What follows belongs to an exercise in optimizing a design on an open flow for small area, a short achievable clock period and few clock cycles; a production flow would make more cautious choices. Where RTL was checked, it was by simulation tests only, not by an equivalence proof against the original. No functional check of the RTL was part of runs 3 to 5.

<file path="design/flow/config.mk">
export PLATFORM = sky130hd
export DESIGN_NAME = HT_TOP
export DESIGN_NICKNAME = HT_TOP
export VERILOG_FILES = /design/flow/design.v
export SDC_FILE = /design/flow/constraint.sdc
export NUM_CORES = 4
export LEC_CHECK = 0
export CAP_MARGIN = 20
export CORE_MARGIN = 2
export CORE_UTILIZATION = 40
export SLEW_MARGIN = 20
</file>
<file path="design/flow/constraint.sdc">
create_clock -name core_clock -period 32.0 [get_ports {clk}]
set_input_delay 6.4000 -clock core_clock [delete_from_list [all_inputs] [get_ports {clk}]]
set_output_delay 6.4000 -clock core_clock [all_outputs]
set_load 0.01 [all_outputs]
</file>
<file path="design/flow/design.v">
module COMP2 #(
    parameter W_W = 7
)(
    input  [3:0]     A_char,
    input  [W_W-1:0] A_w,
    input  [3:0]     B_char,
    input  [W_W-1:0] B_w,
    output [3:0]     O0_char,
    output [W_W-1:0] O0_w,
    output [3:0]     O1_char,
    output [W_W-1:0] O1_w
);
    wire do_swap;
    assign do_swap = (A_w < B_w) ||
                     (A_w == B_w && A_char > B_char);
    assign O0_char = do_swap ? B_char : A_char;
    assign O0_w    = do_swap ? B_w    : A_w;
    assign O1_char = do_swap ? A_char : B_char;
    assign O1_w    = do_swap ? A_w    : B_w;
endmodule
module SORT_IP #(
    parameter IP_WIDTH = 8,
    parameter WEIGHT_W = 7
)(
    input  [IP_WIDTH*4-1:0]        IN_character,
    input  [IP_WIDTH*WEIGHT_W-1:0] IN_weight,
    output [IP_WIDTH*4-1:0]        OUT_character
);
    localparam PASSES = IP_WIDTH;
    localparam STAGES = PASSES + 1;
    wire [STAGES*IP_WIDTH*4-1:0]        S_CHAR;
    wire [STAGES*IP_WIDTH*WEIGHT_W-1:0] S_W;
    genvar s, i;
    generate
        for (i = 0; i < IP_WIDTH; i = i + 1) begin : UNPACK
            assign S_CHAR[(i*4) +: 4] =
                   IN_character[((IP_WIDTH-1-i)*4) +: 4];
            assign S_W[(i*WEIGHT_W) +: WEIGHT_W] =
                   IN_weight[((IP_WIDTH-1-i)*WEIGHT_W) +: WEIGHT_W];
        end
    endgenerate
    generate
        for (s = 0; s < STAGES-1; s = s + 1) begin : STAGE_LOOP
            if ((s & 1) == 0) begin : EVEN_STAGE
                for (i = 0; i < IP_WIDTH; i = i + 2) begin : EVEN_PAIR
                    if (i+1 < IP_WIDTH) begin
                        COMP2 #(.W_W(WEIGHT_W)) u_cmp (
                            .A_char(S_CHAR[((s*IP_WIDTH+i)*4) +: 4]),
                            .A_w   (S_W   [((s*IP_WIDTH+i)*WEIGHT_W) +: WEIGHT_W]),
                            .B_char(S_CHAR[((s*IP_WIDTH+i+1)*4) +: 4]),
                            .B_w   (S_W   [((s*IP_WIDTH+i+1)*WEIGHT_W) +: WEIGHT_W]),
                            .O0_char(S_CHAR[(((s+1)*IP_WIDTH+i)*4) +: 4]),
                            .O0_w   (S_W   [(((s+1)*IP_WIDTH+i)*WEIGHT_W) +: WEIGHT_W]),
                            .O1_char(S_CHAR[(((s+1)*IP_WIDTH+i+1)*4) +: 4]),
                            .O1_w   (S_W   [(((s+1)*IP_WIDTH+i+1)*WEIGHT_W) +: WEIGHT_W])
                        );
                    end
                    else begin
                        assign S_CHAR[(((s+1)*IP_WIDTH+i)*4) +: 4] =
                               S_CHAR[((s*IP_WIDTH+i)*4) +: 4];
                        assign S_W[(((s+1)*IP_WIDTH+i)*WEIGHT_W) +: WEIGHT_W] =
                               S_W[((s*IP_WIDTH+i)*WEIGHT_W) +: WEIGHT_W];
                    end
                end
            end
            else begin : ODD_STAGE
                assign S_CHAR[(((s+1)*IP_WIDTH)*4) +: 4] =
                       S_CHAR[((s*IP_WIDTH)*4) +: 4];
                assign S_W[(((s+1)*IP_WIDTH)*WEIGHT_W) +: WEIGHT_W] =
                       S_W[((s*IP_WIDTH)*WEIGHT_W) +: WEIGHT_W];
                for (i = 1; i < IP_WIDTH; i = i + 2) begin : ODD_PAIR
                    if (i+1 < IP_WIDTH) begin
                        COMP2 #(.W_W(WEIGHT_W)) u_cmp_o (
                            .A_char(S_CHAR[((s*IP_WIDTH+i)*4) +: 4]),
                            .A_w   (S_W   [((s*IP_WIDTH+i)*WEIGHT_W) +: WEIGHT_W]),
                            .B_char(S_CHAR[((s*IP_WIDTH+i+1)*4) +: 4]),
                            .B_w   (S_W   [((s*IP_WIDTH+i+1)*WEIGHT_W) +: WEIGHT_W]),
                            .O0_char(S_CHAR[(((s+1)*IP_WIDTH+i)*4) +: 4]),
                            .O0_w   (S_W   [(((s+1)*IP_WIDTH+i)*WEIGHT_W) +: WEIGHT_W]),
                            .O1_char(S_CHAR[(((s+1)*IP_WIDTH+i+1)*4) +: 4]),
                            .O1_w   (S_W   [(((s+1)*IP_WIDTH+i+1)*WEIGHT_W) +: WEIGHT_W])
                        );
                    end
                    else begin
                        assign S_CHAR[(((s+1)*IP_WIDTH+i)*4) +: 4] =
                               S_CHAR[((s*IP_WIDTH+i)*4) +: 4];
                        assign S_W[(((s+1)*IP_WIDTH+i)*WEIGHT_W) +: WEIGHT_W] =
                               S_W[((s*IP_WIDTH+i)*WEIGHT_W) +: WEIGHT_W];
                    end
                end
            end
        end
    endgenerate
    generate
        for (i = 0; i < IP_WIDTH; i = i + 1) begin : PACK
            assign OUT_character[((IP_WIDTH-1-i)*4) +: 4] =
                   S_CHAR[(((STAGES-1)*IP_WIDTH+i)*4) +: 4];
        end
    endgenerate
endmodule
`timescale 1ns/1ps
module HT_TOP #(
    parameter IP_WIDTH = 8,
    parameter W_W      = 7,
    parameter ID_W     = 4,
    parameter MAX_NODE = 15
)(
    input  wire            clk,
    input  wire            rst_n,
    input  wire            in_valid,
    input  wire [2:0]  in_weight,
    input  wire            out_mode,
    output reg             out_valid,
    output reg           out_code
);
localparam S_IDLE     = 4'd0,
           S_IN       = 4'd1,
           S_SORT     = 4'd2,
           S_PICK     = 4'd3,
           S_UPDATE   = 4'd4,
           S_DFS_INIT = 4'd5,
           S_DFS_RUN  = 4'd6,
           S_PREP_OUT = 4'd7,
           S_OUT      = 4'd8;
reg [3:0] state, next_state;
reg [W_W:0]  node_w     [0:MAX_NODE-1];
reg            node_valid [0:MAX_NODE-1];
reg [ID_W-1:0] node_l     [0:MAX_NODE-1];
reg [ID_W-1:0] node_r     [0:MAX_NODE-1];
reg [ID_W-1:0] next_node;
reg [ID_W-1:0] active_cnt;
reg out_done;
reg [ID_W-1:0] stack_node  [0:MAX_NODE-1];
reg [7:0]      stack_code  [0:MAX_NODE-1];
reg [3:0]      stack_depth [0:MAX_NODE-1];
reg [3:0]      sp;
reg [7:0] code_table [0:IP_WIDTH-1];
reg [3:0] code_len   [0:IP_WIDTH-1];
reg [3:0]      sp_next;
reg            dfs_pop;
reg            dfs_push;
reg            dfs_leaf;
reg [ID_W-1:0] cur_node;
reg [7:0]      cur_code;
reg [3:0]      cur_depth;
wire dfs_done;
assign dfs_done = (state == S_DFS_RUN) &&
                  dfs_pop &&
                  dfs_leaf &&
                  (sp == 1);
reg  [MAX_NODE*ID_W-1:0] si_char;
reg  [MAX_NODE*W_W-1:0]  si_weight;
wire [MAX_NODE*ID_W-1:0] so_char;
SORT_IP #(
    .IP_WIDTH (MAX_NODE),
    .WEIGHT_W (W_W)
) u_sort (
    .IN_character (si_char),
    .IN_weight    (si_weight),
    .OUT_character(so_char)
);
integer i;
always @(*) begin
    for (i = 0; i < MAX_NODE; i = i + 1) begin
        si_char[(MAX_NODE-1-i)*ID_W +: ID_W] = i[ID_W-1:0];
        if (i < next_node && node_valid[i])
            si_weight[(MAX_NODE-1-i)*W_W +: W_W] = node_w[i];
        else
            si_weight[(MAX_NODE-1-i)*W_W +: W_W] = {W_W{1'b1}};
    end
end
always @(*) begin
    next_state = state;
    case (state)
        S_IDLE     : if (in_valid)       next_state = S_IN;
        S_IN       : if (!in_valid)      next_state = S_SORT;
        S_SORT     :                     next_state = S_PICK;
        S_PICK     :                     next_state = S_UPDATE;
        S_UPDATE   : if (active_cnt > 1) next_state = S_SORT;
                     else                next_state = S_DFS_INIT;
        S_DFS_INIT :                     next_state = S_DFS_RUN;
        S_DFS_RUN  : if (dfs_done)         next_state = S_PREP_OUT;
        S_PREP_OUT :                     next_state = S_OUT;
        S_OUT      : if (out_done)        next_state = S_IDLE;
    endcase
end
always @(posedge clk or negedge rst_n)
    if (!rst_n) state <= S_IDLE;
    else        state <= next_state;
reg [ID_W-1:0] p0, p1;
always @(posedge clk)
    if (state == S_PICK) begin
        p0 <= so_char[ID_W-1:0];
        p1 <= so_char[2*ID_W-1:ID_W];
    end
wire p0_is_left =
    (node_w[p0] > node_w[p1]) ||
    ((node_w[p0] == node_w[p1]) && (p0 < p1));
reg [3:0] in_cnt;
always @(posedge clk or negedge rst_n) begin
    if (!rst_n) begin
        in_cnt <= 0;
        next_node <= 0;
        active_cnt <= 0;
        for (i = 0; i < MAX_NODE; i = i + 1) begin
            node_valid[i] <= 0;
            node_w[i] <= 0;
            node_l[i] <= {ID_W{1'b0}};
            node_r[i] <= {ID_W{1'b0}};
        end
    end
    else if (in_valid) begin
        node_w[in_cnt] <= in_weight;
        node_valid[in_cnt] <= 1'b1;
        in_cnt <= in_cnt + 1'b1;
    end
    else if (state == S_IDLE) begin
        for (i = 0; i < MAX_NODE; i = i + 1) begin
            node_valid[i] <= 0;
            node_w[i] <= 0;
            node_l[i] <= {ID_W{1'b0}};
            node_r[i] <= {ID_W{1'b0}};
        end
        in_cnt <= 0;
        next_node <= IP_WIDTH;
        active_cnt <= IP_WIDTH;
    end
    else if (state == S_UPDATE) begin
        node_valid[p0] <= 1'b0;
        node_valid[p1] <= 1'b0;
        node_valid[next_node] <= 1'b1;
        node_w[next_node] <= node_w[p0] + node_w[p1];
        if (p0_is_left) begin
            node_l[next_node] <= p0;
            node_r[next_node] <= p1;
        end else begin
            node_l[next_node] <= p1;
            node_r[next_node] <= p0;
        end
        if(next_node < MAX_NODE) begin
            next_node <= next_node + 1'b1;
        end
        active_cnt <= active_cnt - 1'b1;
    end
end
always @(*) begin
    dfs_pop  = 1'b0;
    dfs_push = 1'b0;
    dfs_leaf = 1'b0;
    sp_next  = sp;
    cur_node  = {ID_W{1'b0}};
    cur_code  = 8'd0;
    cur_depth = 4'd0;
    if (state == S_DFS_RUN && sp != 0) begin
        dfs_pop  = 1'b1;
        cur_node  = stack_node[sp-1];
        cur_code  = stack_code[sp-1];
        cur_depth = stack_depth[sp-1];
        if (cur_node < IP_WIDTH) begin
            dfs_leaf = 1'b1;
            sp_next  = sp - 1;           
        end
        else begin
            dfs_push = 1'b1;
            sp_next  = sp - 1 + 2;       
        end
    end
end
always @(posedge clk or negedge rst_n) begin
    if (!rst_n) begin
        sp <= 0;
    end
    else if (state == S_DFS_INIT) begin
        sp <= 1;
    end
    else if (state == S_IDLE) begin
        sp <= 0;
    end 
    else if (state == S_DFS_RUN && dfs_pop) begin
        sp <= sp_next;
    end
end
always @(posedge clk) begin
    if (state == S_DFS_INIT) begin
        stack_node[0]  <= next_node - 1;
        stack_code[0]  <= 8'd0;
        stack_depth[0] <= 4'd0;
    end
    else if (state == S_DFS_RUN && dfs_pop) begin
        if (dfs_leaf) begin
            code_table[cur_node] <= cur_code;
            code_len  [cur_node] <= cur_depth;
        end
        else if (dfs_push) begin
            stack_node[sp-1]  <= node_r[cur_node];
            stack_code[sp-1]  <= (cur_code << 1) | 1'b1;
            stack_depth[sp-1] <= cur_depth + 1;
            stack_node[sp]    <= node_l[cur_node];
            stack_code[sp]    <= (cur_code << 1);
            stack_depth[sp]   <= cur_depth + 1;
        end
    end
end
reg out_active;   
reg start_valid;
localparam IDX_A=0, IDX_B=1, IDX_C=2, IDX_E=3,
           IDX_I=4, IDX_L=5, IDX_O=6, IDX_V=7;
reg [2:0] out_char_idx;    
reg [3:0] out_bit_idx;
reg [3:0] cur_len;
reg [7:0] cur_code1;
wire [2:0] char_sel [0:4];
assign char_sel[0] = IDX_I;
assign char_sel[1] = out_mode ? IDX_C : IDX_L;
assign char_sel[2] = out_mode ? IDX_L : IDX_O;
assign char_sel[3] = out_mode ? IDX_A : IDX_V;
assign char_sel[4] = out_mode ? IDX_B : IDX_E;
wire last_bit  = (out_bit_idx  == cur_len - 1);
wire last_char = (out_char_idx == 3'd4);
always @(posedge clk or negedge rst_n) begin
    if (!rst_n) begin
        out_valid    <= 1'b0;
        out_active   <= 1'b0;
        out_code     <= 1'b0;
        out_done     <= 1'b0;
        out_char_idx <= 3'd0;
        out_bit_idx  <= 4'd0;
        cur_len      <= 4'd0;
        cur_code1    <= 8'd0;
        start_valid    <= 1'b0;
    end
    else if (state == S_PREP_OUT) begin
        out_char_idx <= 3'd0;
        out_bit_idx  <= 4'd0;
        cur_code1    <= code_table[char_sel[0]];
        cur_len      <= code_len  [char_sel[0]];
        out_active   <= 1'b1;   
        start_valid    <= 1'b1;
        out_done     <= 1'b0;
    end
    else if (state == S_OUT && out_active) begin
        out_code <= cur_code1[cur_len - 1 - out_bit_idx];
        if (start_valid)begin
            out_valid <= 1;
            end
        if (last_bit) begin
            out_bit_idx <= 4'd0;
            if (!last_char) begin
                out_char_idx <= out_char_idx + 1'b1;
                cur_code1    <= code_table[char_sel[out_char_idx + 1'b1]];
                cur_len      <= code_len  [char_sel[out_char_idx + 1'b1]];
            end
            else begin
                out_active <= 1'b0;  
                out_done   <= 1'b1;
            end
        end
        else begin
            out_bit_idx <= out_bit_idx + 1'b1;
        end
    end
    else begin
        out_valid <= out_active;  
        out_done  <= 1'b0;
        out_code <= 1'b0;
        start_valid    <= 1'b0;
            end
end      
endmodule    
</file>
<file path="design/flow/run.sh">
#!/bin/bash
# synth_recipe.tcl (not shown) runs the flow's synth.tcl, then flattens the netlist and writes it again
# the make line also repeats each setting of config.mk as NAME=value (left out here)
make -C /OpenROAD-flow-scripts/flow DESIGN_CONFIG=/design/flow/config.mk WORK_HOME=/design/flow/orfs CLKGATE_MAP_FILE= SYNTH_SCRIPT=/design/flow/synth_recipe.tcl finish
</file>
==> metrics.csv, run 1 <==
metric;value;unit
Die Height;401;um
CTS tree;done;
die area;160000;um^2
Area Overhead vs Synth;12.8;%
final cell count without fillers;9774;
htree depth;3;
placed insts;9586;
Reg clk slew, reported paths;0.06;ns
TritonRoute pass-1 iters;8;
FFs w/ async S/R, synth;0.463;
initial antenna violation count;7;
Primary FF master, synth;edfxtp_1;
synthesized cell area;62900;um^2
r2r setup slk;1.81;ns
hold slack;0.467;ns
post-route clock period utilization;0.944;
WL per Instance;24.3;um
R2R cell count;137;
FMAX;33.1;MHz
first-pass GRT wire length;356000;um
Seq. cell area;17600;um^2
fin crit period;30.19;ns
core area;156000;um^2
port bufs;8;
Detail Placement HPWL;184000;um
max_slew headroom;0.212;
post-synthesis register bit count;640;
CP most frequent cell;ha_1;
IO Count;9;
Clock Path Buffers;3;
die width;401;um
total grt overflow;0;
Max-cap violations;0;
gpl congestion;0.989;
pin count of the biggest net entering global routing;81;
DR iter-0 viols;6184;
Crit. End Element;flip-flop;
Final Max Tran Viols;0;
layout cells sized above 1;0.138;
synth warn;5;
register area share after synthesis;0.280;
Final setup viols;0;
total track usage;0.285;
critical path arrival;30.60;ns
Cells after Synth;7557;
Worst path slowest cell;mux2i_1;
most frequent cells in the layout;nor2_1, nand2_1, o21ai_0;
Post-Route Setup TNS;0;ns
Synth cell types;121;
synthesized area per cell;8.32;um^2
Syn Nets;8211;
final routed DRC violation total;0;
PnR worst setup slack;1.81;ns
WHS Endpoint;stack_code[1][0]$_SDFFE_PP0P_;
Reg2Reg Capture Point;p1[2]$_DFFE_PP_;
status;timing/DRC/antenna clean;
Multi-input gate area;43500;um^2
Setup Slack @ Placement;-0.179;ns
FILL cells;15300;
WP data required;32.41;ns
most common cell after layout, fill and taps aside;nor2_1;
CTS Buf Count;70;
EDFF count, synth;329;
NumNets Final;8309;
wirelength, routed;238000;um
startpoint of the worst hold path;stack_code[1][0]$_SDFFE_PP0P_;
startpoint type of the worst setup path;flip-flop;
Final Hold Viols;0;
skew final;0.0325;ns
CP startpoint;next_node[1]$_DFFE_PN0P_;
CP peak stage delay;0.69;ns
row count;145;
Worst Path Max Fanout;22;
clk sinks;640;
Hold Path Class;reg -> reg;
Worst Tran Pin Value;1.18;ns
hold_buf cts;0;
Min-Delay Path Depth;1;
RR Startpoint;next_node[1]$_DFFE_PN0P_;
worst-skew pair later-pin latency;0.66;ns
initial core utilization;0.403;
Crit Path Category;reg -> reg;
vias post-DR;60700;
Via-to-Cell Ratio;6.21;
Final ANT Viol Nets;0;
vias in the first global route;56600;
CTS Root Cell;clkbuf_16;
-- metrics by stage --
step | util | cell area (um^2)
after global routing | 0.454 | 70900
after floorplan | - | 62900
final | 0.454 | 70900
after CTS | 0.444 | 69400
after global placement | 0.428 | 66900
after detailed placement | 0.429 | 67000
-- cell type report --
| class | count | share of cell area |
|---|---|---|
| clock inverter | 39 | 0.00568 |
| multi-input combinational | 6087 | 0.614 |
| clock buffer | 91 | 0.0277 |
| antenna | 3 | 0.000106 |
| tap | 2058 | 0.0363 |
| inverter | 451 | 0.0241 |
| timing repair buffer | 405 | 0.0442 |
| sequential | 640 | 0.248 |
-- cell families after synthesis --
logic type / after synthesis / share of synthesized area
adder cells (fa/ha/maj): 654 / 0.130
multiplexers: 603 / 0.114
AND/OR/NAND/NOR: 2396 / 0.175
buffers and inverters: 832 / 0.0504
XOR/XNOR: 29 / 0.00404
flip-flops: 640 / 0.280
AO/OA/AOI/OAI: 2403 / 0.247
-- cells in the mapped netlist, types with 84 or more instances --
library cell | number | area, um^2
a21o_1 | 84 | 631
clkbuf_1 | 311 | 1170
nand4_1 | 99 | 619
nand2_1 | 735 | 2760
inv_1 | 439 | 1650
ha_1 | 645 | 8070
nand2b_1 | 130 | 813
o21ai_0 | 731 | 3660
a22oi_1 | 120 | 901
nor2b_1 | 139 | 870
mux2i_1 | 389 | 3890
a21oi_1 | 556 | 2780
dfrtp_1 | 296 | 7410
edfxtp_1 | 329 | 9880
nor3_1 | 100 | 500
o21a_1 | 141 | 1060
mux2_2 | 129 | 1450
nor2_1 | 779 | 2920
nand3_1 | 166 | 831
-- how the worst max path moves through the flow --
stage,endpoint,depth (start not counted)
floorplan,p1[2]$_DFFE_PP_,179
global placement,p1[2]$_DFFE_PP_,161
detailed placement,p1[2]$_DFFE_PP_,161
CTS,p1[2]$_DFFE_PP_,153
global route,p1[2]$_DFFE_PP_,164
finish,p1[2]$_DFFE_PP_,137
-- registers in the layout, indices dropped and copies added, names as in the netlist, 8 cells and up --
name,count
code_len,32
code_table,64
cur_code1,8
node_l,60
node_r,57
node_valid,15
node_w,120
stack_code,120
stack_depth,60
stack_node,60
-- worst max-delay path, delay by kind of cell (launching register included) --
| kind | cells | cell delay (ns) |
|---|---|---|
| compound gates | 58 | 11.85 |
| mux | 9 | 3.69 |
| fa+ha+maj | 15 | 4.44 |
| flops | 1 | 0.44 |
| buf+inv | 19 | 3.43 |
| simple gates | 36 | 6.07 |
-- what timing repair did --
item / 4_1_cts / 5_1_grt
pin swaps: 0 / 22
setup endpoints to repair: 3 / 8
buffers inserted: 0 / 54
gates cloned: 0 / 2
resized for setup: 7 / 263
-- per-layer routing --
metal | share of wire | GRT usage | vias up | wire, um
met1 | 0.46 | 0.417 | 29700 | 110000
li1 | - | - | 28200 | -
met4 | 0.031 | 0.0855 | 2 | 7400
met2 | 0.43 | 0.432 | 2351 | 102000
met5 | 0.000055 | 0 | - | 13
met3 | 0.073 | 0.0383 | 379 | 17400
Testbench counts, summed over its fixed seeds: cycles 22,225.
==> run 2, diff against run 1 <==
==> design/flow/design.v (replaced) <==
module HT_OP (
    input         merge,
    input  [47:0] wl,
    input  [2:0]  xin,
    input  [4:0]  newslot,
    input  [14:0] pin,
    input  [39:0] cin,
    output [47:0] wo,
    output [14:0] po,
    output [39:0] co
);
    wire [5:0] w [0:7];
    wire [5:0] r [0:7];
    wire [7:0] c;
    wire [5:0] x;
    genvar i, s;
    generate
        for (i = 0; i < 8; i = i + 1) begin : UNP
            assign w[i] = wl[6*i +: 6];
        end
        for (i = 0; i < 8; i = i + 1) begin : REM
            if (i < 6) begin : SH
                assign r[i] = merge ? w[i+2] : w[i];
            end else begin : TL
                assign r[i] = merge ? 6'd63 : w[i];
            end
            assign c[i] = (r[i] < x);
        end
    endgenerate
    assign x = merge ? (w[0] + w[1]) : {3'b000, xin};
    wire [2:0] k;
    assign k[2] = c[3];
    assign k[1] = (c[1] & ~c[3]) | c[5];
    assign k[0] = (c[0] & ~c[1]) | (c[2] & ~c[3]) | (c[4] & ~c[5]) | c[6];
    generate
        for (i = 0; i < 8; i = i + 1) begin : INS
            if (i == 0) begin : F
                assign wo[6*i +: 6] = c[i] ? r[i] : x;
            end else begin : N
                assign wo[6*i +: 6] = c[i] ? r[i] : (c[i-1] ? x : r[i-1]);
            end
        end
        for (s = 0; s < 5; s = s + 1) begin : SLOT
            wire [2:0] p   = pin[3*s +: 3];
            wire [7:0] cd  = cin[8*s +: 8];
            wire [2:0] j   = merge ? (p - 3'd2) : p;
            wire       hit = merge ? (p[2:1] == 2'b00) : newslot[s];
            assign po[3*s +: 3] = hit ? k : (j + {2'b00, ~c[j]});
            assign co[8*s +: 8] = (merge & hit)     ? {cd[6:0], ~p[0]} :
                                  (~merge & newslot[s]) ? 8'd1 : cd;
        end
    endgenerate
endmodule
`timescale 1ns/1ps
module HT_TOP (
    input  wire       clk,
    input  wire       rst_n,
    input  wire       in_valid,
    input  wire [2:0] in_weight,
    input  wire       out_mode,
    output reg        out_valid,
    output reg        out_code
);
localparam S_IDLE = 2'd0,
           S_MRG  = 2'd1,
           S_OUT  = 2'd2;
reg  [1:0]  state;
reg  [1:0]  mcnt;
reg         pend;
reg  [2:0]  xq;
reg         mode_q;
reg  [2:0]  idx;
reg  [47:0] wl;
reg  [14:0] ptr;
reg  [39:0] code;
wire [4:0] newslot;
assign newslot[0] = (idx == 3'd4);
assign newslot[1] = mode_q ? (idx == 3'd2) : (idx == 3'd5);
assign newslot[2] = mode_q ? (idx == 3'd5) : (idx == 3'd6);
assign newslot[3] = mode_q ? (idx == 3'd0) : (idx == 3'd7);
assign newslot[4] = mode_q ? (idx == 3'd1) : (idx == 3'd3);
wire in_mrg = (state == S_MRG);
wire [47:0] wa, wb;
wire [14:0] pa, pb;
wire [39:0] ca, cb;
HT_OP u_a (
    .merge(in_mrg), .wl(wl), .xin(xq), .newslot(newslot),
    .pin(ptr), .cin(code), .wo(wa), .po(pa), .co(ca)
);
HT_OP u_b (
    .merge(1'b1), .wl(wa), .xin(3'd0), .newslot(5'd0),
    .pin(pa), .cin(ca), .wo(wb), .po(pb), .co(cb)
);
wire do_b = in_mrg | (idx == 3'd7);
wire [7:0] c0 = code[7:0];
wire       c0_last = (c0[7:2] == 6'd0);
wire       all_done = c0_last & (code[15:8] == 8'd0);
wire [39:0] code_sh = c0_last ? {8'd0, code[39:8]} : {code[39:8], 1'b0, c0[7:1]};
wire fin_mrg = in_mrg & (mcnt == 2'd2);
wire [39:0] code_d = (state == S_OUT) ? code_sh : (do_b ? cb : ca);
wire        ov_d   = fin_mrg | ((state == S_OUT) & ~all_done);
always @(posedge clk) begin
    xq     <= in_weight;
    mode_q <= out_mode;
    ptr    <= do_b ? pb : pa;
    code   <= code_d;
    if (state == S_IDLE && !pend) begin
        wl  <= {48{1'b1}};
        idx <= 3'd0;
    end else begin
        wl  <= do_b ? wb : wa;
        idx <= idx + 3'd1;
    end
end
always @(posedge clk or negedge rst_n) begin
    if (!rst_n) begin
        state     <= S_IDLE;
        mcnt      <= 2'd0;
        pend      <= 1'b0;
        out_valid <= 1'b0;
        out_code  <= 1'b0;
    end else begin
        pend      <= in_valid;
        out_valid <= ov_d;
        out_code  <= ov_d & code_d[0];
        case (state)
            S_IDLE: begin
                mcnt <= 2'd0;
                if (pend && idx == 3'd7) state <= S_MRG;
            end
            S_MRG: begin
                mcnt <= mcnt + 2'd1;
                if (fin_mrg) state <= S_OUT;
            end
            default: begin
                if (all_done) state <= S_IDLE;
            end
        endcase
    end
end
endmodule
==> metrics.csv, run 2 <==
metric;value;unit
Worst Path Max Fanout;48;
total grt overflow;0;
DR iter-0 viols;1179;
number of post-CTS setup repair buffers;0;
Worst path slowest cell;o31a_1;
Setup Slack @ Placement;22.42;ns
FFs w/ async S/R, synth;0.0598;
Final Hold Viols;0;
RSZ-0062 raised after global routing;false;
Synth Area in Adders;0.113;
critical path arrival;9.94;ns
wirelength, routed;36600;um
skew final;0.00914;ns
TritonRoute pass-1 iters;7;
vias post-DR;10800;
Final setup viols;0;
met3 WL;3250;um
WP data required;32.31;ns
mux contribution to synthesized area;0.121;
n_diodes;0;
XOR/XNOR share of the synthesized area;0.0256;
top sig layer;met4;
Largest regs;wl: 48 flops, code: 40 flops, ptr: 15 flops;
port bufs;8;
Final ANT Viol Nets;0;
Crit. End Element;flip-flop;
NumNets Final;1446;
Synth cell types;98;
total track usage;0.255;
EDFF count, synth;32;
first-pass GRT wire length;57300;um
register area share after synthesis;0.242;
PnR worst setup slack;22.37;ns
layout cells sized above 1;0.0967;
Primary FF master, synth;dfxtp_1;
post-synth top area share;0.140;
synth warn;2;
post_cts resized;0;
Area Overhead vs Synth;9.25;%
initial antenna violation count;0;
most frequent cells in the layout;a21oi_1, nand2_1, nor2_1;
post-synth top area cell;dfxtp_1;
most common cell after layout, fill and taps aside;a21oi_1;
fin crit period;9.63;ns
main combinational cell family by area after synthesis;compound AO/OA/AOI/OAI gates;
Crit Path Category;reg -> reg;
top-count cell post-synth;a21oi_1;
synth cell count leaders;a21oi_1, nand2_1, nor2_1;
final core occ;0.441;
synthesized area per cell;8.16;um^2
worst-skew pair later-pin latency;0.44;ns
initial core utilization;0.404;
Die Height;171;um
Max-cap violations;0;
Hold Path Class;reg -> reg;
Detail Placement HPWL;27100;um
Final Max Tran Viols;0;
CTS Root Cell;clkbuf_16;
htree depth;4;
post-synthesis register bit count;117;
Compound-Gate Fraction of Synth Area;0.285;
hold_buf cts;0;
Synth Area in Simple Gates;0.157;
pin count of the biggest net entering global routing;53;
CTS Buf Count;17;
core area;27600;um^2
startpoint type of the worst setup path;flip-flop;
Via-to-Cell Ratio;6.24;
final routed DRC violation total;0;
Clock Path Buffers;2;
WL per Instance;21.1;um
M1 wire length;17100;um
CP most frequent cell;ha_1;
die width;171;um
clk sinks;117;
Largest register FFs;48;
status;timing/DRC/antenna clean;
ranking of synthesized cells by area;dfxtp_1, ha_1, edfxtp_1, mux2i_1, a21oi_1;
Syn Nets;1468;
row count;61;
post-route clock period utilization;0.301;
Post-Route Setup TNS;0;ns
CTS tree;done;
gpl congestion;0.931;
die area;29200;um^2
IO Count;9;
FMAX;104;MHz
Cells after Synth;1364;
CP peak stage delay;0.78;ns
Reg clk slew, reported paths;0.06;ns
max_slew headroom;0.330;
vias in the first global route;9917;
synthesized cell area;11100;um^2
Worst Tran Pin Value;1.00;ns
metal2 WL;15400;um
Top reg by flops;wl;
-- run 2: cell count changes in the layout (fill, tap and decap cells not counted), sizes merged, moves of 127 or more --
cell	before	now
nand3	166	39
o21a	141	10
edfxtp	329	32
inv	450	83
dfrtp	296	7
nand2	736	133
mux2i	392	90
ha	645	95
nor2	782	119
buf	398	27
o21ai	769	90
a21oi	562	139
nor2b	139	6
-- run 2: layer usage --
| layer | global-route usage | vias to the layer above |
|---|---|---|
| met4 | 0.0829 | 0 |
| met1 | 0.377 | 5213 |
| li1 | - | 5100 |
| met3 | 0.0490 | 57 |
| met5 | 0 | - |
| met2 | 0.370 | 449 |
-- run 2: kinds of logic after synthesis --
| kind of cell | count (synthesis) |
|---|---|
| AO/OA/AOI/OAI | 464 |
| AND/OR/NAND/NOR | 380 |
| buffers and inverters | 155 |
| multiplexers | 119 |
| flip-flops | 117 |
| adder cells (fa/ha/maj) | 99 |
| XOR/XNOR | 30 |
-- run 2: layout make-up --
| class | instances | area (um^2) |
|---|---|---|
| fillers | 2761 | 15400 |
| multi-input cells | 1092 | 7850 |
| flip-flops and latches | 117 | 2700 |
| well taps | 378 | 473 |
| clock buffers | 17 | 425 |
| inverters | 79 | 297 |
| repair buffers | 35 | 280 |
| clock inverters | 15 | 128 |
-- run 2: worst paths after layout --
| path | startpoint | endpoint | slack (ns) | depth (start not counted) |
|---|---|---|---|---|
| max | state[1]$_DFFE_PN0P_ | ptr[11]$_DFF_P_ | 22.37 | 34 |
| min | idx[0]$_SDFF_PP0_ | idx[0]$_SDFF_PP0_ | 0.47 | 1 |
| max reg2reg | state[1]$_DFFE_PN0P_ | ptr[11]$_DFF_P_ | 22.37 | 34 |
| min reg2reg | idx[0]$_SDFF_PP0_ | idx[0]$_SDFF_PP0_ | 0.47 | 1 |
| max in group asynchronous | rst_n | out_valid$_DFF_PN0_ | 25.53 | 1 |
| min in group asynchronous | rst_n | out_code$_DFF_PN0_ | 6.23 | 1 |
-- run 2: metrics by stage --
stage | cell area, um^2 | hold slack (ns) | cells
2_1_floorplan | 11100 | 0.433 | 1364
3_3_place_gp | 11600 | 0.457 | 1700
3_5_place_dp | 11600 | 0.464 | 1700
4_1_cts | 12100 | 0.476 | 1732
5_1_grt | 12200 | 0.508 | 1733
6_report | 12200 | 0.472 | 1733
-- run 2: worst max-delay path, delay by kind of cell (launching register included) --
family                   cells  cell delay, ns
flip-flops                   1            0.65
adder cells (fa/ha/maj)      5            1.25
XOR/XNOR                     2            0.47
AO/OA/AOI/OAI               14            3.50
AND/OR/NAND/NOR              7            1.82
buffers and inverters        4            1.16
multiplexers                 2            0.62
Testbench counts of run 2, summed over its fixed seeds: cycles 9,745.
==> run 3, diff against run 2 <==
==> design/flow/design.v (replaced) <==
module HT_OP (
    input         merge,
    input  [47:0] wl,
    input  [2:0]  xin,
    input  [7:0]  vld,
    input  [4:0]  newslot,
    input  [14:0] pin,
    input  [39:0] cin,
    output [47:0] wo,
    output [14:0] po,
    output [39:0] co
);
    wire [5:0] w [0:7];
    wire [5:0] r [0:7];
    wire [7:0] c;
    wire [5:0] x;
    genvar i, s;
    generate
        for (i = 0; i < 8; i = i + 1) begin : UNP
            assign w[i] = wl[6*i +: 6];
        end
        for (i = 0; i < 8; i = i + 1) begin : REM
            if (i < 6) begin : SH
                assign r[i] = merge ? w[i+2] : {3'b000, w[i][2:0]};
            end else begin : TL
                assign r[i] = {3'b000, w[i][2:0]};
            end
            assign c[i] = vld[i] & (r[i] < x);
        end
    endgenerate
    assign x = merge ? (w[0] + w[1]) : {3'b000, xin};
    wire [2:0] k;
    assign k[2] = c[3];
    assign k[1] = (c[1] & ~c[3]) | c[5];
    assign k[0] = (c[0] & ~c[1]) | (c[2] & ~c[3]) | (c[4] & ~c[5]) | c[6];
    generate
        for (i = 0; i < 8; i = i + 1) begin : INS
            if (i == 0) begin : F
                assign wo[6*i +: 6] = c[i] ? r[i] : x;
            end else begin : N
                assign wo[6*i +: 6] = c[i] ? r[i] : (c[i-1] ? x : r[i-1]);
            end
        end
        for (s = 0; s < 5; s = s + 1) begin : SLOT
            wire [2:0] p   = pin[3*s +: 3];
            wire [7:0] cd  = cin[8*s +: 8];
            wire [2:0] j   = merge ? (p - 3'd2) : p;
            wire       hit = merge ? (p[2:1] == 2'b00) : newslot[s];
            assign po[3*s +: 3] = hit ? k : (j + {2'b00, ~c[j]});
            assign co[8*s +: 8] = (merge & hit) ? {cd[6:0], ~p[0]} : cd;
        end
    endgenerate
endmodule
`timescale 1ns/1ps
module HT_TOP (
    input  wire       clk,
    input  wire       rst_n,
    input  wire       in_valid,
    input  wire [2:0] in_weight,
    input  wire       out_mode,
    output reg        out_valid,
    output reg        out_code
);
reg  [3:0]  t;
reg         pend;
reg  [2:0]  xq;
reg         mode_q;
reg  [14:0] ptr;
reg  [39:0] code;
reg  [4:0]  w0, w1, w2;
reg  [3:0]  w3, w4, w5, w6;
reg  [2:0]  w7;
wire [47:0] wl = {3'd0, w7, 2'd0, w6, 2'd0, w5, 2'd0, w4, 2'd0, w3,
                  1'b0, w2, 1'b0, w1, 1'b0, w0};
wire       merge = t[3];
wire [2:0] u     = t[2:0];
wire [4:0] newslot;
assign newslot[0] = (u == 3'd4);
assign newslot[1] = mode_q ? (u == 3'd2) : (u == 3'd5);
assign newslot[2] = mode_q ? (u == 3'd5) : (u == 3'd6);
assign newslot[3] = mode_q ? (u == 3'd0) : (u == 3'd7);
assign newslot[4] = mode_q ? (u == 3'd1) : (u == 3'd3);
wire [7:0] vld;
genvar v;
generate
    for (v = 0; v < 8; v = v + 1) begin : VLD
        assign vld[v] = merge ? (u + v < 6) : (u > v);
    end
endgenerate
wire [47:0] wa;
wire [14:0] pa;
wire [39:0] ca;
HT_OP u_a (
    .merge(merge), .wl(wl), .xin(xq), .vld(vld), .newslot(newslot),
    .pin(ptr), .cin(code), .wo(wa), .po(pa), .co(ca)
);
wire [7:0]  c0       = code[7:0];
wire        c0_last  = (c0[7:2] == 6'd0);
wire        all_done = c0_last & (code[15:8] == 8'd0);
wire [39:0] code_sh  = c0_last ? {8'd0, code[39:8]} : {code[39:8], 1'b0, c0[7:1]};
wire idle   = ~merge & ~pend & ~out_valid;
wire fin    = (t == 4'd14);
wire ov_d   = fin | (out_valid & ~all_done);
wire [39:0] code_d = out_valid ? code_sh : idle ? {5{8'd1}} : ca;
always @(posedge clk) begin
    xq     <= in_weight;
    mode_q <= out_mode;
    ptr    <= pa;
    code   <= code_d;
    {w7, w6, w5, w4, w3, w2, w1, w0} <=
        {wa[44:42], wa[39:36], wa[33:30], wa[27:24], wa[21:18],
         wa[16:12], wa[10:6], wa[4:0]};
end
always @(posedge clk or negedge rst_n) begin
    if (!rst_n) begin
        t         <= 4'd0;
        pend      <= 1'b0;
        out_valid <= 1'b0;
        out_code  <= 1'b0;
    end else begin
        pend      <= in_valid;
        out_valid <= ov_d;
        out_code  <= ov_d & code_d[0];
        if (out_valid | idle)
            t <= 4'd0;
        else if (!fin)
            t <= t + 4'd1;
    end
end
endmodule
--- a/design/flow/config.mk
+++ b/design/flow/config.mk
@@ -5,6 +5,7 @@
 export SDC_FILE = /design/flow/constraint.sdc
 export NUM_CORES = 4
 export LEC_CHECK = 0
+export ABC_AREA = 1
 export CAP_MARGIN = 20
 export CORE_MARGIN = 2
 export CORE_UTILIZATION = 40
==> metrics.csv, run 3 <==
metric;value;unit
Max-cap violations;0;
register area share after synthesis;0.391;
layout cells sized above 1;0.0646;
WP data required;25.60;ns
Final setup viols;0;
htree depth;3;
pin count of the biggest net entering global routing;65;
initial antenna violation count;1;
Buf+Inv Stages, Crit Path;1;
worst-skew pair later-pin latency;0.36;ns
ranking of synthesized cells by area;edfxtp_1, dfxtp_1, nand2_1, ha_1, inv_1;
RR Startpoint;w1[0]$_DFF_P_;
Largest regs;code: 40 flops, ptr: 15 flops;
CP startpoint;out_valid$_DFF_PN0_;
hold_buf cts;0;
most frequent cells in the layout;nand2_1, inv_1, o21ai_0;
NumNets Final;857;
post-route clock period utilization;0.247;
gr busiest metal;met2;
Final Max Tran Viols;0;
gpl congestion;0.814;
DR iter-0 viols;365;
Top reg by flops;code;
EDFF count, synth;45;
critical path arrival;1.49;ns
Final ANT Viol Nets;0;
status;timing/DRC/antenna clean;
Top delay family on crit path;buffers and inverters;
total track usage;0.170;
fin crit period;7.89;ns
RSZ-0062 raised after global routing;false;
CP Cell Sequence;clkdlybuf4s50_1;
startpoint of the worst hold path;w6[3]$_SDFF_PP0_;
core area;15700;um^2
Synth cell types;53;
max_slew headroom;0.429;
Hold Path Class;reg -> reg;
post-synthesis register bit count;100;
Via-to-Cell Ratio;4.93;
synth cell count leaders;nand2_1, inv_1, o21ai_0;
port bufs;8;
post-synth top area cell;edfxtp_1;
Crit Path Category;reg -> out;
r2r setup slk;28.08;ns
Die Height;130;um
Post-Route Setup TNS;0;ns
Largest register FFs;40;
WL per Instance;13.6;um
Worst path slowest cell;clkdlybuf4s50_1;
Detail Placement HPWL;9780;um
Worst Tran Pin Value;0.856;ns
wirelength, routed;13900;um
row count;46;
CTS tree;done;
hold slack;0.505;ns
Area Overhead vs Synth;7.02;%
die width;130;um
Multi-input gate area;3170;um^2
post-synth top area share;0.212;
final routed DRC violation total;0;
first-pass GRT wire length;22200;um
Primary FF master, synth;dfxtp_1;
initial core utilization;0.405;
Final Hold Viols;0;
FFs w/ async S/R, synth;0.0700;
CTS Root Cell;clkbuf_16;
Worst Path Max Fanout;9;
n_diodes;0;
total grt overflow;0;
M1 GR Usage;0.237;
most common cell after layout, fill and taps aside;nand2_1;
skew final;0.0119;ns
CP peak stage delay;0.60;ns
Seq. cell area;2490;um^2
post_cts resized;0;
CTS Buf Count;9;
synth warn;2;
top-count cell post-synth;nand2_1;
vias in the first global route;4419;
Reg clk slew, reported paths;0.08;ns
Setup Slack @ Placement;24.50;ns
synthesized area per cell;7.87;um^2
Clock Path Buffers;2;
met2 Usage GRT;0.269;
FMAX;127;MHz
Crit. End Element;output pin;
IO Count;9;
FILL cells;1633;
synthesized cell area;6360;um^2
PnR worst setup slack;24.11;ns
die area;16900;um^2
Cells after Synth;809;
TritonRoute pass-1 iters;5;
clk sinks;100;
met3 usage;0.0324;
startpoint type of the worst setup path;flip-flop;
final core occ;0.434;
Syn Nets;866;
vias post-DR;5037;
number of post-CTS setup repair buffers;0;
-- run 3: cell types whose count changed after synthesis, moves of 30 or more --
cell	previous run	this run
a21oi_1	136	22
a222oi_1	32	0
clkbuf_1	49	5
dfxtp_1	78	48
ha_1	95	49
inv_1	77	126
mux2i_1	88	1
nand2_1	132	228
nor2_1	118	26
-- run 3: kinds of logic after synthesis --
kind of cell,Yosys count,share of synthesized area
and+or+nand+nor,332,0.237
buffers and inverters,161,0.111
AOI/OAI and AO/OA,153,0.144
muxes,1,0.00157
xor gates and xnor gates,12,0.0165
DFF,100,0.391
adders and majority gates,50,0.0995
-- run 3: final timing paths --
path / to / depth (start not counted)
hold / removal: w4[3]$_DFF_P_ / 2
max in group asynchronous: t[3]$_DFFE_PN0P_ / 1
hold reg to reg: w4[3]$_DFF_P_ / 2
min in group asynchronous: t[1]$_DFFE_PN0P_ / 1
setup / recovery: out_valid / 1
setup reg to reg: ptr[11]$_DFF_P_ / 19
-- run 3: worst min-delay path: cells and delay by family, from the launching register on --
kind	cells	cell delay (ns)
flops	1	0.30
simple gates	1	0.10
compound gates	1	0.06
-- run 3: metal layers --
| layer | wire (um) | vias to the layer above |
|---|---|---|
| li1 | - | 2656 |
| met1 | 6880 | 2303 |
| met2 | 6320 | 65 |
| met3 | 558 | 13 |
| met4 | 154 | 0 |
| met5 | 0 | - |
-- run 3: final cells by class --
class | count | share of cell area
multi-input cells | 548 | 0.465
flip-flops and latches | 100 | 0.365
inverters | 131 | 0.0726
clock buffers | 9 | 0.0331
repair buffers | 10 | 0.0140
clock inverters | 7 | 0.00992
well taps | 216 | 0.0397
-- run 3: through the flow --
stage | cells | instance area (um^2)
after floorplan | 809 | 6360
after global placement | 1005 | 6520
after detailed placement | 1005 | 6520
after CTS | 1021 | 6810
after global routing | 1021 | 6810
final | 1021 | 6810
==> run 4, diff against run 3 <==
--- a/design/flow/design.v
+++ b/design/flow/design.v
@@ -10,6 +10,17 @@
     output [14:0] po,
     output [39:0] co
 );
+    function lt6;
+        input [5:0] a, b;
+        integer n;
+        reg res;
+        begin
+            res = 1'b0;
+            for (n = 0; n < 6; n = n + 1)
+                res = (~a[n] & b[n]) | ((~a[n] | b[n]) & res);
+            lt6 = res;
+        end
+    endfunction
     wire [5:0] w [0:7];
     wire [5:0] r [0:7];
     wire [7:0] c;
@@ -25,7 +36,7 @@
             end else begin : TL
                 assign r[i] = {3'b000, w[i][2:0]};
             end
-            assign c[i] = vld[i] & (r[i] < x);
+            assign c[i] = vld[i] & lt6(r[i], x);
         end
     endgenerate
     assign x = merge ? (w[0] + w[1]) : {3'b000, xin};
@@ -98,10 +109,11 @@
 wire        c0_last  = (c0[7:2] == 6'd0);
 wire        all_done = c0_last & (code[15:8] == 8'd0);
 wire [39:0] code_sh  = c0_last ? {8'd0, code[39:8]} : {code[39:8], 1'b0, c0[7:1]};
-wire idle   = ~merge & ~pend & ~out_valid;
+wire snd    = (t == 4'd15);
+wire idle   = ~merge & ~pend;
 wire fin    = (t == 4'd14);
-wire ov_d   = fin | (out_valid & ~all_done);
-wire [39:0] code_d = out_valid ? code_sh : idle ? {5{8'd1}} : ca;
+wire ov_d   = fin | (snd & ~all_done);
+wire [39:0] code_d = snd ? code_sh : idle ? {5{8'd1}} : ca;
 always @(posedge clk) begin
     xq     <= in_weight;
     mode_q <= out_mode;
@@ -121,9 +133,9 @@
         pend      <= in_valid;
         out_valid <= ov_d;
         out_code  <= ov_d & code_d[0];
-        if (out_valid | idle)
+        if ((snd & all_done) | idle)
             t <= 4'd0;
-        else if (!fin)
+        else if (!snd)
             t <= t + 4'd1;
     end
 end
--- a/design/flow/config.mk
+++ b/design/flow/config.mk
@@ -9,4 +9,5 @@
 export CAP_MARGIN = 20
 export CORE_MARGIN = 2
 export CORE_UTILIZATION = 40
+export CTS_BUF_LIST = sky130_fd_sc_hd__clkbuf_8
 export SLEW_MARGIN = 20
==> metrics.csv, run 4 <==
metric;value;unit
status;timing/DRC/antenna clean;
metal2 WL;5790;um
main combinational cell family by area after synthesis;simple AND/OR/NAND/NOR gates;
post-synth top area cell;edfxtp_1;
Crit Path Category;reg -> out;
R2R cell count;17;
mux contribution to synthesized area;0;
number of post-CTS setup repair buffers;0;
Largest register FFs;40;
Cells after Synth;834;
FFs w/ async S/R, synth;0.0700;
synthesized area per cell;7.55;um^2
row count;45;
CP Cell Sequence;clkdlybuf4s50_1;
synthesized cell area;6290;um^2
htree depth;3;
skew final;0.0116;ns
critical path arrival;1.24;ns
initial core utilization;0.411;
wirelength, routed;13700;um
Synth Area in Simple Gates;0.245;
Final setup viols;0;
Synth cell types;45;
Compound-Gate Fraction of Synth Area;0.175;
gpl congestion;0.795;
layout cells sized above 1;0.0692;
clk sinks;100;
Clock Path Buffers;2;
port bufs;8;
top sig layer;met4;
Post-Route Setup TNS;0;ns
Min-Delay Path Depth;2;
post_cts resized;0;
top-count cell post-synth;nand2_1;
Top delay family on crit path;buffers and inverters;
Area Overhead vs Synth;3.98;%
Max-cap violations;0;
Primary FF master, synth;dfxtp_1;
Final Max Tran Viols;0;
EDFF count, synth;45;
synth warn;2;
first-pass GRT wire length;22800;um
synth cell count leaders;nand2_1, inv_1, nand3_1;
hold_buf cts;0;
PnR worst setup slack;24.36;ns
M1 wire length;7340;um
vias in the first global route;4580;
vias post-DR;5078;
Hold Path Class;reg -> reg;
Largest regs;code: 40 flops, ptr: 15 flops;
final routed DRC violation total;0;
core area;15300;um^2
Via-to-Cell Ratio;4.91;
worst-skew pair later-pin latency;0.39;ns
TritonRoute pass-1 iters;5;
n_diodes;0;
register area share after synthesis;0.395;
Buf+Inv Stages, Crit Path;1;
Top reg by flops;code;
Detail Placement HPWL;9760;um
fin crit period;7.64;ns
pin count of the biggest net entering global routing;76;
startpoint type of the worst setup path;flip-flop;
XOR/XNOR share of the synthesized area;0.0139;
met3 WL;366;um
Crit. path cell count;1;
Setup Slack @ Placement;24.78;ns
max_slew headroom;0.437;
r2r setup slk;28.31;ns
CTS Root Cell;clkbuf_8;
CTS Buf Count;9;
ranking of synthesized cells by area;edfxtp_1, dfxtp_1, nand2_1, inv_1, ha_1;
final core occ;0.427;
post-synthesis register bit count;100;
Worst path slowest cell;clkdlybuf4s50_1;
FILL cells;1609;
IO Count;9;
post-route clock period utilization;0.239;
Synth Area in Adders;0.0557;
Reg clk slew, reported paths;0.10;ns
Syn Nets;869;
WP data required;25.60;ns
total grt overflow;0;
Die Height;129;um
total track usage;0.174;
WL per Instance;13.3;um
initial antenna violation count;0;
CTS tree;done;
Worst Tran Pin Value;0.845;ns
CP peak stage delay;0.52;ns
Final Hold Viols;0;
most common cell after layout, fill and taps aside;nand2_1;
Final ANT Viol Nets;0;
die area;16800;um^2
Worst Path Max Fanout;1;
post-synth top area share;0.215;
Crit. End Element;output pin;
NumNets Final;854;
final cell count without fillers;1035;
placed insts;1019;
most frequent cells in the layout;nand2_1, inv_1, nand3_1;
RSZ-0062 raised after global routing;false;
DR iter-0 viols;439;
FMAX;131;MHz
die width;129;um
## run 4: cells by family after synthesis
family,Yosys count
AOI/OAI and AO/OA,180
and+or+nand+nor,360
adders and majority gates,28
DFF,100
xor gates and xnor gates,10
buffers and inverters,156
## run 4: per-stage QoR
step           hold WS (ns)  instance area [um^2]
6_report              0.496                  6550
5_1_grt               0.522                  6550
4_1_cts               0.501                  6550
3_5_place_dp          0.496                  6380
3_3_place_gp          0.494                  6380
2_1_floorplan         0.470                  6290
## run 4: cell type report
cell class                 count  area, um^2  share of cell area
clock buffer                   9         124              0.0189
sequential                   100        2490               0.380
inverter                     120         453              0.0692
multi-input combinational    578        3080               0.470
timing repair buffer          10        95.1              0.0145
tap                          211         264              0.0403
clock inverter                 7        42.5             0.00650
## run 4: worst paths after layout
| check | startpoint | end |
|---|---|---|
| max | out_code$_DFF_PN0_ | out_code |
| min | w2[4]$_SDFF_PP0_ | w0[4]$_DFF_P_ |
| max reg2reg | t[3]$_DFFE_PN0P_ | ptr[5]$_DFF_P_ |
| min reg2reg | w2[4]$_SDFF_PP0_ | w0[4]$_DFF_P_ |
| max in group asynchronous | rst_n | t[3]$_DFFE_PN0P_ |
| min in group asynchronous | rst_n | t[0]$_DFFE_PN0P_ |
## run 4: metal layers
layer | GRT usage | up-vias
li1 | - | 2716
met1 | 0.251 | 2298
met2 | 0.254 | 49
met3 | 0.0450 | 15
met4 | 0.0531 | 0
met5 | 0 | -
==> run 5, diff against run 4 <==
--- a/design/flow/config.mk
+++ b/design/flow/config.mk
@@ -5,7 +5,6 @@
 export SDC_FILE = /design/flow/constraint.sdc
 export NUM_CORES = 4
 export LEC_CHECK = 0
-export ABC_AREA = 1
 export CAP_MARGIN = 20
 export CORE_MARGIN = 2
 export CORE_UTILIZATION = 40
==> metrics.csv, run 5 <==
metric;value;unit
status;timing/DRC/antenna clean;
first-pass GRT wire length;25300;um
vias post-DR;5100;
RSZ-0062 raised after global routing;false;
startpoint type of the worst setup path;flip-flop;
most common cell after layout, fill and taps aside;a21oi_1;
synth cell count leaders;a21oi_1, dfxtp_1, nor2_1;
WL per Instance;18.2;um
Primary FF master, synth;dfxtp_1;
post_cts resized;0;
Worst Tran Pin Value;1.02;ns
Compound-Gate Fraction of Synth Area;0.226;
synthesized area per cell;9.42;um^2
die area;16700;um^2
final core occ;0.439;
RR Startpoint;t[3]$_DFFE_PN0P_;
FFs w/ async S/R, synth;0.0700;
post-route clock period utilization;0.239;
Cells after Synth;667;
Crit. path cell count;1;
wirelength, routed;15800;um
Via-to-Cell Ratio;5.89;
Largest register FFs;40;
skew final;0.0139;ns
NumNets Final;685;
Synth Area in Adders;0.0737;
Crit. End Element;output pin;
Min-Delay Path Depth;1;
WHS Endpoint;code[31]$_DFFE_PP_;
TritonRoute pass-1 iters;5;
PnR worst setup slack;24.36;ns
initial core utilization;0.412;
Synth cell types;74;
ranking of synthesized cells by area;edfxtp_1, dfxtp_1, ha_1, mux2i_1, a21oi_1;
fin crit period;7.64;ns
Detail Placement HPWL;11100;um
Largest regs;code: 40 flops, ptr: 15 flops;
XOR/XNOR share of the synthesized area;0.0223;
initial antenna violation count;0;
top-count cell post-synth;a21oi_1;
Area Overhead vs Synth;6.59;%
Final setup viols;0;
post-synthesis register bit count;100;
clk sinks;100;
r2r setup slk;27.24;ns
main combinational cell family by area after synthesis;compound AO/OA/AOI/OAI gates;
vias in the first global route;4797;
Syn Nets;702;
DR iter-0 viols;628;
FMAX;131;MHz
Hold Path Class;reg -> reg;
gpl congestion;0.890;
final non-filler cell area;6700;um^2
mux contribution to synthesized area;0.0906;
pin count of the biggest net entering global routing;57;
Setup Slack @ Placement;24.76;ns
post-synth top area share;0.215;
port bufs;8;
CP peak stage delay;0.52;ns
CTS Buf Count;9;
Crit Path Category;reg -> out;
Cell Area, Placed;6480;um^2
WP data required;25.60;ns
register area share after synthesis;0.396;
Top reg by flops;code;
total grt overflow;0;
total track usage;0.195;
CP Cell Sequence;clkdlybuf4s50_1;
Synth Area in Simple Gates;0.140;
most frequent cells in the layout;a21oi_1, dfxtp_1, nor2_1;
synthesized cell area;6280;um^2
hold_buf cts;0;
core area;15300;um^2
layout cells sized above 1;0.0992;
EDFF count, synth;45;
Reg2Reg Capture Point;ptr[14]$_DFF_P_;
Worst Path Max Fanout;1;
Buf+Inv Stages, Crit Path;1;
htree depth;3;
row count;45;
CTS tree;done;
worst-skew pair later-pin latency;0.39;ns
die width;129;um
startpoint of the worst hold path;code[39]$_DFFE_PP_;
Final Max Tran Viols;0;
Top delay family on crit path;buffers and inverters;
critical path arrival;1.24;ns
Post-Route Setup TNS;0;ns
CTS Root Cell;clkbuf_8;
Final Hold Viols;0;
Final ANT Viol Nets;0;
Clock Path Buffers;2;
number of post-CTS setup repair buffers;0;
post-synth top area cell;edfxtp_1;
Reg clk slew, reported paths;0.10;ns
max_slew headroom;0.318;
synth warn;2;
Die Height;129;um
final routed DRC violation total;0;
n_diodes;0;
R2R cell count;14;
IO Count;9;
Worst path slowest cell;clkdlybuf4s50_1;
Max-cap violations;0;
run 5: metrics by stage:
step	cells	hold slack, ns
after floorplan	667	0.484
after global placement	850	0.519
after detailed placement	850	0.522
after CTS	866	0.546
after global routing	866	0.565
final	866	0.542
run 5: final cells by class:
type / count / area (um^2)
Multi-Input combinational cell: 496 / 3480
Sequential cell: 100 / 2490
Fill cell: 1479 / 8560
Inverter: 27 / 101
Clock buffer: 9 / 124
Tap cell: 211 / 264
Clock inverter: 7 / 92.6
Timing Repair Buffer: 16 / 140
run 5: how the worst max path moves through the flow:
stage / start / endpoint / slack [ns]
after floorplan: out_code$_DFF_PN0_ / out_code / 25.22
after global placement: out_code$_DFF_PN0_ / out_code / 24.77
after detailed placement: out_code$_DFF_PN0_ / out_code / 24.76
after CTS: out_code$_DFF_PN0_ / out_code / 24.33
after global routing: out_code$_DFF_PN0_ / out_code / 24.30
final: out_code$_DFF_PN0_ / out_code / 24.36
run 5: cell families after synthesis:
logic type,Yosys count
AND/OR/NAND/NOR,179
AO/OA/AOI/OAI,208
XOR/XNOR,16
multiplexers,54
adder cells (fa/ha/maj),39
flip-flops,100
buffers and inverters,71
run 5: metal layers:
layer  global-route usage  wire length [um]  vias to the layer above
met5                    0                 0                        -
met4               0.0748               253                        0
met3               0.0297               874                       20
met2                0.286              6720                      187
met1                0.287              7940                     2431
li1                     -                 -                     2462
==> run 6, diff against run 5 <==
--- a/design/flow/design.v
+++ b/design/flow/design.v
@@ -57,7 +57,7 @@
             wire [7:0] cd  = cin[8*s +: 8];
             wire [2:0] j   = merge ? (p - 3'd2) : p;
             wire       hit = merge ? (p[2:1] == 2'b00) : newslot[s];
-            assign po[3*s +: 3] = hit ? k : (j + {2'b00, ~c[j]});
+            assign po[3*s +: 3] = hit ? k : (j + {2'b00, (j >= k)});
             assign co[8*s +: 8] = (merge & hit) ? {cd[6:0], ~p[0]} : cd;
         end
     endgenerate
@@ -74,7 +74,6 @@
 );
 reg  [3:0]  t;
 reg         pend;
-reg  [2:0]  xq;
 reg         mode_q;
 reg  [14:0] ptr;
 reg  [39:0] code;
@@ -102,7 +101,7 @@
 wire [14:0] pa;
 wire [39:0] ca;
 HT_OP u_a (
-    .merge(merge), .wl(wl), .xin(xq), .vld(vld), .newslot(newslot),
+    .merge(merge), .wl(wl), .xin(w7), .vld(vld), .newslot(newslot),
     .pin(ptr), .cin(code), .wo(wa), .po(pa), .co(ca)
 );
 wire [7:0]  c0       = code[7:0];
@@ -115,12 +114,12 @@
 wire ov_d   = fin | (snd & ~all_done);
 wire [39:0] code_d = snd ? code_sh : idle ? {5{8'd1}} : ca;
 always @(posedge clk) begin
-    xq     <= in_weight;
     mode_q <= out_mode;
     ptr    <= pa;
     code   <= code_d;
-    {w7, w6, w5, w4, w3, w2, w1, w0} <=
-        {wa[44:42], wa[39:36], wa[33:30], wa[27:24], wa[21:18],
+    w7     <= in_valid ? in_weight : wa[44:42];
+    {w6, w5, w4, w3, w2, w1, w0} <=
+        {wa[39:36], wa[33:30], wa[27:24], wa[21:18],
          wa[16:12], wa[10:6], wa[4:0]};
 end
 always @(posedge clk or negedge rst_n) begin
--- a/design/flow/config.mk
+++ b/design/flow/config.mk
@@ -5,6 +5,7 @@
 export SDC_FILE = /design/flow/constraint.sdc
 export NUM_CORES = 4
 export LEC_CHECK = 0
+export ABC_AREA = 1
 export CAP_MARGIN = 20
 export CORE_MARGIN = 2
 export CORE_UTILIZATION = 40
==> metrics.csv, run 6 <==
metric;value;unit
Worst Tran Pin Value;1.07;ns
Hold Path Class;reg -> reg;
skew final;0.0127;ns
layout cells sized above 1;0.0711;
Cells after Synth;779;
Buf+Inv Stages, Crit Path;1;
CTS Buf Count;9;
number of post-CTS setup repair buffers;0;
core area;15000;um^2
hold slack;0.526;ns
CTS Root Cell;clkbuf_8;
most frequent cells in the layout;nand2_1, inv_1, o21ai_0;
initial antenna violation count;0;
vias post-DR;4902;
Crit Path Category;reg -> out;
row count;45;
Die Height;128;um
fin crit period;7.65;ns
n_diodes;0;
Largest register FFs;40;
TritonRoute pass-1 iters;4;
synth warn;2;
vias in the first global route;4596;
worst-skew pair later-pin latency;0.39;ns
pin count of the biggest net entering global routing;65;
Area Overhead vs Synth;5.25;%
Final ANT Viol Nets;0;
Crit. End Element;output pin;
critical path arrival;1.25;ns
htree depth;3;
initial core utilization;0.406;
startpoint type of the worst setup path;flip-flop;
CTS tree;done;
top-count cell post-synth;nand2_1;
DR iter-0 viols;428;
register area share after synthesis;0.398;
Max-cap violations;0;
hold_buf cts;0;
WL per Instance;13.7;um
most common cell after layout, fill and taps aside;nand2_1;
die width;128;um
post-synth top area cell;edfxtp_1;
total grt overflow;0;
post-synthesis register bit count;97;
total track usage;0.173;
FMAX;131;MHz
Reg clk slew, reported paths;0.10;ns
Clock Path Buffers;2;
port bufs;8;
FFs w/ async S/R, synth;0.0722;
post-synth top area share;0.221;
Largest regs;code: 40 flops, ptr: 15 flops;
Synth cell types;40;
Top delay family on crit path;buffers and inverters;
Worst path slowest cell;clkdlybuf4s50_1;
RSZ-0062 raised after global routing;false;
post-route clock period utilization;0.239;
EDFF count, synth;45;
WP data required;25.60;ns
synth cell count leaders;nand2_1, inv_1, o21ai_0;
final routed DRC violation total;0;
Final setup viols;0;
CP Cell Sequence;clkdlybuf4s50_1;
gpl congestion;0.854;
IO Count;9;
Detail Placement HPWL;9290;um
Via-to-Cell Ratio;5.10;
Final Hold Viols;0;
max_slew headroom;0.289;
synthesized area per cell;7.84;um^2
Primary FF master, synth;edfxtp_1;
synthesized cell area;6110;um^2
post_cts resized;0;
Worst Path Max Fanout;1;
first-pass GRT wire length;22700;um
Top reg by flops;code;
ranking of synthesized cells by area;edfxtp_1, dfxtp_1, nand2_1, ha_1, inv_1;
clk sinks;97;
CP peak stage delay;0.53;ns
die area;16300;um^2
Final Max Tran Viols;0;
NumNets Final;819;
wirelength, routed;13200;um
Syn Nets;829;
Post-Route Setup TNS;0;ns
FILL cells;1464;
status;timing/DRC/antenna clean;
==> run 6: logic make-up (layout without fill, tap and decap cells) <==
kind of cell	after synthesis	count (layout)	synth area share
AOI/OAI and AO/OA	163	163	0.167
xor gates and xnor gates	11	11	0.0158
adders and majority gates	43	43	0.0893
buffers and inverters	151	146	0.108
DFF	97	97	0.398
and+or+nand+nor	314	314	0.222
==> run 6: area by class of cell <==
cell class                 instances  area (um^2)  share of cell area
multi-input combinational        531         3020               0.469
sequential                        97         2430               0.378
inverter                         121          454              0.0707
tap                              188          235              0.0366
clock buffer                       9          124              0.0193
timing repair buffer               9         87.6              0.0136
clock inverter                     7         80.1              0.0125
==> run 6: worst paths after layout <==
| check | from | endpoint | slack, ns | depth (start not counted) |
|---|---|---|---|---|
| worst max-delay path | out_valid$_DFF_PN0_ | out_valid | 24.35 | 1 |
| worst min-delay path | w2[3]$_DFF_P_ | w0[3]$_DFF_P_ | 0.53 | 2 |
| worst max register to register | t[3]$_DFFE_PN0P_ | ptr[8]$_DFF_P_ | 27.57 | 18 |
| worst min register to register | w2[3]$_DFF_P_ | w0[3]$_DFF_P_ | 0.53 | 2 |
| max in group asynchronous | rst_n | t[3]$_DFFE_PN0P_ | 25.36 | 1 |
| min in group asynchronous | rst_n | t[3]$_DFFE_PN0P_ | 6.31 | 1 |
==> run 6: stage by stage <==
stage          cells   util  setup slack, ns  area [um^2]
3_5_place_dp     946  0.414            24.41         6220
3_3_place_gp     946  0.414            24.46         6220
6_report         962  0.427            24.35         6430
5_1_grt          962  0.427            24.30         6430
2_1_floorplan    779      -            25.15         6110
4_1_cts          962  0.427            24.32         6430
==> run 6: routing by layer <==
| layer | track usage | share of wire | routed length, um |
|---|---|---|---|
| met4 | 0.0659 | 0.015 | 196 |
| met3 | 0.0327 | 0.034 | 444 |
| met1 | 0.252 | 0.51 | 6780 |
| met2 | 0.255 | 0.44 | 5790 |
| met5 | 0 | 0 | 0 |
Testbench counts of run 6, summed over its fixed seeds: cycles 11,025.

afterwards: timing with drivers on the ports:
The results above use ideal ports. As a check the final layouts listed here were re-extracted and re-timed, cells and wires unchanged. Step 1: set_driving_cell puts a clkbuf_16 on clk and a buf_2 on each other input, an assumption about the parent block. Step 2 times the ports against the registers' clock, not the clock port: input delays grow and output delays shrink by t, the midpoint of the rising clock arrivals with the driver on. Three values: no drivers, after step 1, after step 2; two values: the first two.
run | t (ns) | slack for setup (ns) | worst setup path after step 2 | clock arrival spread, ns
run 1 | 0.736 | 1.806 / 1.806 / 1.806 | register to register | 0.032 / 0.032
run 2 | 0.478 | 22.371 / 22.371 / 22.371 | register to register | 0.009 / 0.009
run 3 | 0.398 | 24.110 / 24.069 / 24.467 | register to output | 0.016 / 0.016
run 4 | 0.426 | 24.357 / 24.318 / 24.744 | register to output | 0.013 / 0.014
run 5 | 0.414 | 24.359 / 24.325 / 24.740 | register to output | 0.014 / 0.015
run 6 | 0.424 | 24.353 / 24.315 / 24.425 | input to register | 0.013 / 0.013
After both steps every run listed still meets setup and hold.
